Source: an optimization exercise on an open RTL-to-GDS flow (aim: small area). Production flows keep margins and buffers that such runs may drop.
Only simulation tests tie the RTL to the original design; equivalence was not proved.
No driver is modelled on the clock port, so clocking that relies on it looks cheaper here than on a real chip.
Power is estimated from default activity; no workload was simulated.

== P ==
// quick_rs232
module quick_rs232 (
    input  wire       clk,
    input  wire       rst,
    input  wire       rx,
    output reg        tx,
    input  wire       rts,
    output wire       cts,
    input  wire       rx_read,
    output reg        rx_err,
    output wire [7:0] rx_data,
    output reg        rx_byte_received,
    input  wire       tx_transaction,
    input  wire [7:0] tx_data,
    input  wire       tx_data_ready,
    output reg        tx_data_copied,
    output reg        tx_busy
);
Size: ~570 cells after synthesis, about 200 flip-flops, about 7600 sq um of cells after synthesis.
export LEC_CHECK = 0
export CAP_MARGIN = 20
export CORE_MARGIN = 2
export CORE_UTILIZATION = 60
export SLEW_MARGIN = 20
create_clock -name core_clock -period 10.0 [get_ports {clk}]
standard.sh (not shown) runs the stock make flow with config.mk's settings and CLKGATE_MAP_FILE= SYNTH_SCRIPT=/design/flow/synth_recipe.tcl, a recipe that flattens the netlist after the stock synthesis.
==> flow/flow/run.sh <==
#!/bin/bash
# Layout flow: ORFS as the standard layout, with three changes:
#  - synthesis is the standard synthesis script with an area-oriented ABC
#    mapping script (flow/area.abc); registers are untouched;
#  - ports are buffered with the smallest buffer (buf_1);
#  - CTS uses clkbuf_8 and inserts no dummy loads.
# Each tool's output goes to its own log in this folder (and ORFS's per-step
# logs under orfs/logs).
set -euo pipefail
W=$PWD
F=$W/flow
cat > $W/own_config.mk <<EOC
include $W/config.mk
export BUFFER_PORTS_ARGS = -buffer_cell sky130_fd_sc_hd__buf_1
export CTS_ARGS = -sink_clustering_enable -repair_clock_nets -buf_list sky130_fd_sc_hd__clkbuf_8 -dont_use_dummy_load
EOC
make -C "$FLOW_HOME" DESIGN_CONFIG=$W/own_config.mk WORK_HOME=$W/orfs CLKGATE_MAP_FILE= \
    SYNTH_SCRIPT=$F/synth.tcl finish > $W/make.log 2>&1
R=$W/orfs/results/$FLOW_PLATFORM/quick_rs232/base
: # left out here: write the final layout as DEF
==> flow/flow/area.abc <==
strash
dc2
dch -f
amap -F 4 -A 8
topo
==> flow/flow/synth.tcl <==
proc synth {args} { yosys synth -nofsm -noshare {*}$args }
set ::my_abc_script [file join [file dirname [file normalize [info script]]] area.abc]
proc abc {args} {
  set i [lsearch -exact $args -script]
  if { $i >= 0 } { lset args [expr {$i + 1}] $::my_abc_script }
  puts "abc (area script): $args"
  yosys abc {*}$args
}
source $::env(SCRIPTS_DIR)/synth.tcl
# left out here: clear keep_hierarchy, flatten, clean up, hide names made inside functions, write 1_2_yosys.v
P closes out successfully: all stages finished, all timing, DRC and antenna checks passed.
--- input diff P..Q ---
- CORE_UTILIZATION changed from 60 to 80
Notes after the runs:
Looking at standard-cell row count across Q and P, the one that comes out lower is Q.
In terms of clock-pin transition on the worst setup and hold timing paths, P and Q differ only marginally.
Wire length reported by the detailed router, Q and P: higher on Q
> inputs changed (Q -> R)
- CORE_UTILIZATION changed from 80 to 60
- CTS_BUF_LIST newly set to sky130_fd_sc_hd__clkbuf_8
- CTS_CLUSTER_DIAMETER newly set to 60
- CTS_CLUSTER_SIZE newly set to 20
==> flow/run.sh (new file) <==
#!/bin/bash
# synth_recipe.tcl (not shown) runs the flow's synth.tcl, then flattens the netlist and writes it again
# the make line also repeats each setting of config.mk as NAME=value (left out here)
make -C /OpenROAD-flow-scripts/flow DESIGN_CONFIG=/design/flow/config.mk WORK_HOME=/design/flow/orfs CLKGATE_MAP_FILE= SYNTH_SCRIPT=/design/flow/synth_recipe.tcl finish
removed: flow/flow/run.sh
removed: flow/flow/area.abc
removed: flow/flow/synth.tcl
removed: flow/standard.sh
==> comparison <==
The cell depth of the worst setup path of R falls short of that of Q by 9. Power: R draws less than Q. R against Q: number of buffers between clock root and the deepest sink flat, total sequential power down about 10%, worst hold slack up 0.011 ns.
Relative to R, the following input files were edited for S:
- CTS_CLUSTER_DIAMETER no longer set, was 60
- CTS_BUF_LIST no longer set, was sky130_fd_sc_hd__clkbuf_8
- CTS_CLUSTER_SIZE no longer set, was 20
==> flow/flow/run.sh (new file) <==
#!/bin/bash
# Layout flow: ORFS as the standard layout, with three changes:
#  - synthesis is the standard synthesis script with an area-oriented ABC
#    mapping script (flow/area.abc); registers are untouched;
#  - ports are buffered with the smallest buffer (buf_1);
#  - CTS uses clkbuf_8 and inserts no dummy loads.
# Each tool's output goes to its own log in this folder (and ORFS's per-step
# logs under orfs/logs).
set -euo pipefail
W=$PWD
F=$W/flow
cat > $W/own_config.mk <<EOC
include $W/config.mk
export BUFFER_PORTS_ARGS = -buffer_cell sky130_fd_sc_hd__buf_1
export CTS_ARGS = -sink_clustering_enable -repair_clock_nets -buf_list sky130_fd_sc_hd__clkbuf_8 -sink_clustering_size 30 -sink_clustering_max_diameter 100 -dont_use_dummy_load
EOC
make -C "$FLOW_HOME" DESIGN_CONFIG=$W/own_config.mk WORK_HOME=$W/orfs CLKGATE_MAP_FILE= \
    SYNTH_SCRIPT=$F/synth.tcl finish > $W/make.log 2>&1
R=$W/orfs/results/$FLOW_PLATFORM/quick_rs232/base
: # left out here: write the final layout as DEF
==> flow/flow/area.abc (new file) <==
strash
dc2
dch -f
amap -F 4 -A 8
topo
==> flow/flow/synth.tcl (new file) <==
proc synth {args} { yosys synth -nofsm -noshare {*}$args }
set ::my_abc_script [file join [file dirname [file normalize [info script]]] area.abc]
proc abc {args} {
  set i [lsearch -exact $args -script]
  if { $i >= 0 } { lset args [expr {$i + 1}] $::my_abc_script }
  puts "abc (area script): $args"
  yosys abc {*}$args
}
source $::env(SCRIPTS_DIR)/synth.tcl
# left out here: clear keep_hierarchy, flatten, clean up, hide names made inside functions, write 1_2_yosys.v
==> flow/standard.sh (new file) <==
#!/bin/bash
# synth_recipe.tcl (not shown) runs the flow's synth.tcl, then flattens the netlist and writes it again
# the make line also repeats each setting of config.mk as NAME=value (left out here)
make -C /OpenROAD-flow-scripts/flow DESIGN_CONFIG=/design/flow/config.mk WORK_HOME=/design/flow/orfs CLKGATE_MAP_FILE= SYNTH_SCRIPT=/design/flow/synth_recipe.tcl "${@:-finish}"
removed: flow/run.sh
Results
Per the final summary, S finished and its layout is clean on timing, DRC and antenna.
Aggregate routed wire length (S over R): decrease, about 0.7%
Time the worst path needs with I/O delays and setup: S vs R down 0.43 ns
Number of combinational gates with multiple inputs (S / R): 0.848
[diff] setup slack, S relative to R: improvement
S ended up with tx_ph[2] as its start point of the critical path; R ended up with rst.
S — highest achievable clock rate 33 MHz higher, R as reference

---

The RTL this note starts from:
==> flow/design.v <==
module fifo (
    input  wire       clk,
    input  wire       clear,
    input  wire       push,
    input  wire       pop,
    input  wire [7:0] in_data,
    output reg  [7:0] out_data,
    output wire       hold
);
    reg [7:0] ring [0:15];
    reg       pend;         
    reg [3:0] hp, wp;
    reg       full_flag;    
    reg s_push_s, s_push_f, s_pop_s, s_pop_f;    
    integer k;
    wire ptr_eq  = (hp == wp);
    wire empty   = ptr_eq && !full_flag;
    wire full    = ptr_eq && full_flag;
    wire await_  = !(s_push_s | s_push_f | s_pop_s | s_pop_f);
    wire do_push = s_push_s && !full;
    wire do_pop  = s_pop_s && !empty;
    wire wr      = pend && (wp == 4'd0);
    wire one     = (wp == hp + 4'd1);       
    assign hold = pend || do_push;
    always @(posedge clk) begin
        ring[0] <= wr ? in_data : ring[15];
        for (k = 1; k < 16; k = k + 1)
            ring[k] <= ring[k-1];
    end
    always @(posedge clk) begin
        if (do_push)
            pend <= 1'b1;
        else if (wr)
            pend <= 1'b0;
    end
    always @(posedge clk) begin
        if (clear) begin
            s_push_s <= 1'b0; s_push_f <= 1'b0; s_pop_s <= 1'b1; s_pop_f <= 1'b0;
            hp        <= 4'd0;
            wp        <= 4'd0;
            full_flag <= 1'b0;
            out_data  <= 8'h00;
        end else begin
            s_pop_s  <= await_ && pop;
            s_push_s <= await_ && !pop && push;
            s_push_f <= do_push || (s_push_f && push);
            s_pop_f  <= do_pop || (s_pop_f && pop);
            hp <= hp + (do_pop ? 4'd2 : 4'd1);
            wp <= wp + (do_push ? 4'd2 : 4'd1);
            if (do_push) full_flag <= (wp + 4'd1 == hp);
            if (do_pop) begin
                full_flag <= 1'b0;
                out_data  <= (pend && one) ? in_data : ring[hp];
            end
        end
    end
endmodule
module quick_rs232 (
    input  wire       clk,
    input  wire       rst,
    input  wire       rx,
    output reg        tx,
    input  wire       rts,
    output wire       cts,
    input  wire       rx_read,
    output reg        rx_err,
    output wire [7:0] rx_data,
    output reg        rx_byte_received,
    input  wire       tx_transaction,
    input  wire [7:0] tx_data,
    input  wire       tx_data_ready,
    output wire       tx_data_copied,
    output wire       tx_busy
);
localparam [8:0] L305 = 9'd226, L307 = 9'd394, L369 = 9'd330, L370 = 9'd148,
                 L434 = 9'd364, L435 = 9'd216, L437 = 9'd353;
assign cts = 1'b0;
reg [7:0] rx_buffer;
wire      rx_hold;       
reg       rx_dfr;        
reg       rx_dbit;
fifo rx_data_buffer (.clk(clk), .clear(rst), .push(rx_byte_received), .pop(rx_read),
                     .in_data(rx_buffer), .out_data(rx_data), .hold(rx_hold));
localparam [3:0] R_IDLE = 4'd6, R_START = 4'd7;
reg [3:0] rx_ph;
reg [8:3] rx_bc_hi;
reg [2:0] rx_bc_lo;
wire [8:0] rx_bc = {rx_bc_hi, rx_bc_lo};
reg       rx_par;
wire rx_act  = (rx_ph != R_IDLE);
wire rx_wrap = (rx_ph == 4'd15) ? (rx_bc == L437) : (rx_bc == L434);
wire rx_s370 = (rx_bc == L370);
wire rx_stop = !rx_ph[3] && rx_ph != 4'd0 && rx_ph != R_START && rx_ph != R_IDLE;
always @(posedge clk) begin
    if (rx_act && !rx_wrap) rx_bc_hi <= rx_bc[7:2];
    else                    rx_bc_hi <= 6'd0;
end
always @(posedge clk) begin
    if (rst) begin
        rx_ph            <= R_IDLE;
        rx_bc_lo         <= 3'd2;
        rx_byte_received <= 1'b0;
        rx_err           <= 1'b0;
        rx_dfr           <= 1'b0;
    end else if (!rx_act) begin
        case (rx_bc[1:0])
            2'd0: begin  
                rx_err   <= 1'b0;
                rx_bc_lo <= {rx_bc[2], 2'd1};
            end
            2'd1: begin  
                if (!rx) begin
                    rx_ph  <= R_START;
                    rx_bc_lo <= 3'd0;
                    rx_par <= 1'b0;
                end else if (rx_bc[2])
                    rx_bc_lo <= 3'd4;
            end
            default: begin  
                rx_bc_lo         <= {rx_bc[2], 2'd0};
                rx_byte_received <= 1'b0;
                rx_err           <= 1'b0;
            end
        endcase
    end else begin
        rx_bc_lo <= rx_wrap ? 3'd0 : {rx_bc[1:0], ~(rx_bc[8] ^ rx_bc[4])};
        if (rx_wrap) rx_ph <= rx_ph + 4'd1;
        if (rx_ph[3]) begin
            if (rx_s370) begin
                if (rx_hold) begin
                    rx_dbit <= rx;
                    rx_dfr  <= 1'b1;
                end else
                    rx_buffer[rx_ph[2:0]] <= rx;
                rx_par <= rx_par ^ rx;
            end
            if (rx_dfr && !rx_hold) begin
                rx_buffer[rx_ph[2:0]] <= rx_dbit;
                rx_dfr <= 1'b0;
            end
        end else if (rx_ph == 4'd0) begin
            if (rx_bc == L369) rx_err <= rx_par ^ rx;
            if (rx_s370 && !rx_err) rx_byte_received <= 1'b1;
        end else if (rx_stop) begin
            if (rx) begin
                rx_ph <= R_IDLE;
                rx_bc_lo <= (rx_ph == 4'd5 && rx_bc == L305) ? 3'd6 : 3'd2;
            end else if (rx_ph == 4'd5 && rx_bc == L307) begin
                rx_ph <= R_IDLE;
                rx_bc_lo <= 3'd0;
            end
        end
    end
end
localparam [3:0] T_PAR = 4'd0, T_STOP = 4'd1, T_SSTOP = 4'd2, T_IDLE = 4'd3,
                 T_SWAIT = 4'd4, T_SSTART = 4'd5, T_IDLE_B = 4'd6, T_START = 4'd7;
reg [3:0] tx_ph;
reg [8:0] tx_bc;
reg [7:0] tx_buffer;
reg       tx_par;
assign tx_data_copied = tx_ph[3] || tx_ph == T_START || tx_ph == T_IDLE_B;
assign tx_busy        = !(tx_ph == T_IDLE || tx_ph == T_SWAIT || tx_ph == T_SSTART);
wire tx_act  = tx_ph[3] || tx_ph == T_START || tx_ph == T_PAR || tx_ph == T_STOP;
wire tx_bit  = tx_buffer[tx_ph[2:0]];
wire tx_wrap = (tx_ph == 4'd15) ? (tx_bc == L435) : (tx_bc == L434);
always @(posedge clk) begin
    if (!tx_act || tx_wrap) tx_bc <= 9'd0;
    else                    tx_bc <= {tx_bc[7:0], ~(tx_bc[8] ^ tx_bc[4])};
end
always @(posedge clk) begin
    if (rst)
        tx <= 1'b1;
    else if (tx_ph[3])
        tx <= tx_bit;
    else if (tx_ph == T_START)
        tx <= 1'b0;
    else if (tx_ph == T_PAR)
        tx <= tx_par;
    else
        tx <= 1'b1;
end
always @(posedge clk) begin
    if (rst)
        tx_ph <= T_IDLE;
    else begin
        case (tx_ph)
            T_IDLE, T_IDLE_B:
                if (tx_transaction) tx_ph <= T_SWAIT;
            T_SWAIT:
                tx_ph <= T_SSTART;
            T_SSTART: begin
                if (tx_data_ready) begin
                    tx_buffer <= tx_data;
                    tx_ph     <= tx_transaction ? T_START : T_IDLE_B;
                end else if (!tx_transaction)
                    tx_ph <= T_IDLE;
            end
            T_SSTOP:
                tx_ph <= T_IDLE;
            default: begin  
                if (tx_ph == T_START)
                    tx_par <= 1'b0;
                else if (tx_ph[3] && tx_wrap)
                    tx_par <= tx_par ^ tx_bit;
                if (tx_wrap) tx_ph <= tx_ph + 4'd1;
            end
        endcase
    end
end
endmodule
export LEC_CHECK = 0
export CAP_MARGIN = 20
export CORE_MARGIN = 2
export CORE_UTILIZATION = 60
export SLEW_MARGIN = 20
create_clock -name core_clock -period 10.0 [get_ports {clk}]
==> flow/flow/run.sh <==
#!/bin/bash
# Layout flow: ORFS as in the standard layout, with these changes:
#  - synthesis is the standard synthesis script (flow/synth.tcl sources
#    ORFS's synth.tcl with -nofsm -noshare, flattens and renames the same way)
#    except that the combinational logic is mapped with an area-oriented ABC
#    script (flow/area.abc) and without Yosys's full/half-adder extraction;
#    the registers are the standard synthesis's;
#  - ports are buffered with the smallest buffer (buf_1);
#  - CTS builds its tree from clkbuf_4 and inserts no dummy loads; then
#    flow/cts_fix.tcl upsizes the clock buffers whose flip-flops see a slow
#    clock edge.
# make's output goes to make.log and ORFS's per-step logs to orfs/logs/;
# writing the final DEF goes to write_def.log.
set -euo pipefail
W=$PWD
F=$W/flow
cat > $W/own_config.mk <<EOC
include $W/config.mk
export BUFFER_PORTS_ARGS = -buffer_cell sky130_fd_sc_hd__buf_1
export CTS_ARGS = -sink_clustering_enable -repair_clock_nets -buf_list sky130_fd_sc_hd__clkbuf_4 -dont_use_dummy_load
export POST_CTS_TCL = $F/cts_fix.tcl
EOC
make -C "$FLOW_HOME" DESIGN_CONFIG=$W/own_config.mk WORK_HOME=$W/orfs CLKGATE_MAP_FILE= \
    SYNTH_SCRIPT=$F/synth.tcl ADDER_MAP_FILE= finish > $W/make.log 2>&1
R=$W/orfs/results/$FLOW_PLATFORM/quick_rs232/base
: # left out here: write the final layout as DEF
==> flow/flow/cts_fix.tcl <==
# POST_CTS hook: CTS builds its tree from clkbuf_4; any clock buffer whose
# flip-flop clock pins see a slew above 105 ps (placement estimate) becomes a
# clkbuf_8, then any still above 108 ps a clkbuf_16. Then legalize again.
proc clk_pin_slew {pin} {
  set w 0
  foreach e {rise fall} { foreach a {min max} {
    set s [expr {[sta::time_ui_sta [get_property $pin slew_${a}_$e]] * 1e12}]
    if {$s > $w} {set w $s}
  }}
  return $w
}
proc fix_clock_slew {thr bigcell} {
  set n 0
  foreach inst [get_cells clkbuf*] {
    set out [get_pins -of_objects $inst -filter "direction == output"]
    set net [get_nets -of_objects $out]
    set worst 0
    foreach p [get_pins -of_objects $net -filter "direction == input"] {
      set s [clk_pin_slew $p]
      if {$s > $worst} {set worst $s}
    }
    if {$worst > $thr && [get_property [get_lib_cells -of_objects $inst] name] ne $bigcell} {
      replace_cell $inst $bigcell
      incr n
    }
  }
  puts "fix_clock_slew: $n clock buffers above $thr ps made $bigcell"
}
estimate_parasitics -placement
fix_clock_slew 115 sky130_fd_sc_hd__clkbuf_8
estimate_parasitics -placement
fix_clock_slew 118 sky130_fd_sc_hd__clkbuf_16
estimate_parasitics -placement
detailed_placement
check_placement -verbose
Other scripts of this flow, unchanged in this note and not shown: flow/flow/area.abc, flow/flow/synth.tcl
Then changed:
--- a/flow/flow/cts_fix.tcl
+++ b/flow/flow/cts_fix.tcl
@@ -28,7 +28,7 @@
 }
 estimate_parasitics -placement
-fix_clock_slew 115 sky130_fd_sc_hd__clkbuf_8
+fix_clock_slew 105 sky130_fd_sc_hd__clkbuf_8
 estimate_parasitics -placement
-fix_clock_slew 118 sky130_fd_sc_hd__clkbuf_16
+fix_clock_slew 108 sky130_fd_sc_hd__clkbuf_16
 estimate_parasitics -placement
 detailed_placement
- CORE_UTILIZATION: 60 -> 75
The changed run ran to the end with no violations.
Core utilization went up by 17 points.
Synthesized area stays the same.
Routed wire length barely changes.
Global-route usage came out higher by 5.4 points.
Register-to-register slack barely changes.
Worst setup slack is worse by 0.012 ns.
Clock skew goes down by 0.0073 ns.
Hold slack barely changes.
Sequential share of layout area is higher by 0.24 points.
Then changed:
- CORE_UTILIZATION: 75 -> 60
After rerunning: The new run finished with timing, DRC and antenna clean; cell count rose by 4.0%; fmax stays flat; synthesized cell count is unchanged; register-to-register slack hardly moves; final area rose by 0.58%; via count fell by 6.2%; die area rose by 24%; total power is about the same; sequential power hardly moves; sequential cell count does not change; core utilization fell by 17 points.

==> afterwards: timing with drivers on the ports <==
How much do the figures lean on ideal ports? The routed layouts below were timed once more, with nothing changed but the port constraints.
Step 1, drivers: a clkbuf_16 drives clk and a buf_2 each remaining input, both assumed.
Step 2 also shifts input and output timing later by t, the mid clock arrival at the registers, as if the neighbouring blocks saw the same clock.
a / b / c = no drivers / after step 1 / after step 2; a / b = the first two.
run | t, ns | slack for setup (ns) | cell pins on the clock port's net
P | 0.484 | 6.590 / 6.590 / 6.353 | 1
Q | 0.484 | 6.525 / 6.525 / 6.332 | 1
R | 0.502 | 6.164 / 6.178 / 5.676 | 1
S | 0.484 | 6.590 / 6.590 / 6.353 | 1
the first run of note 2 | 0.416 | 6.005 / 5.965 / 6.381 | 1
the second run of note 2 | 0.413 | 5.993 / 5.955 / 6.347 | 1
the third run of note 2 | 0.413 | 6.000 / 5.959 / 6.317 | 1
After both steps every run listed still meets setup and hold. The setup slack of R, which loses most, moves by +0.014 ns with the drivers and by -0.488 ns with both steps.
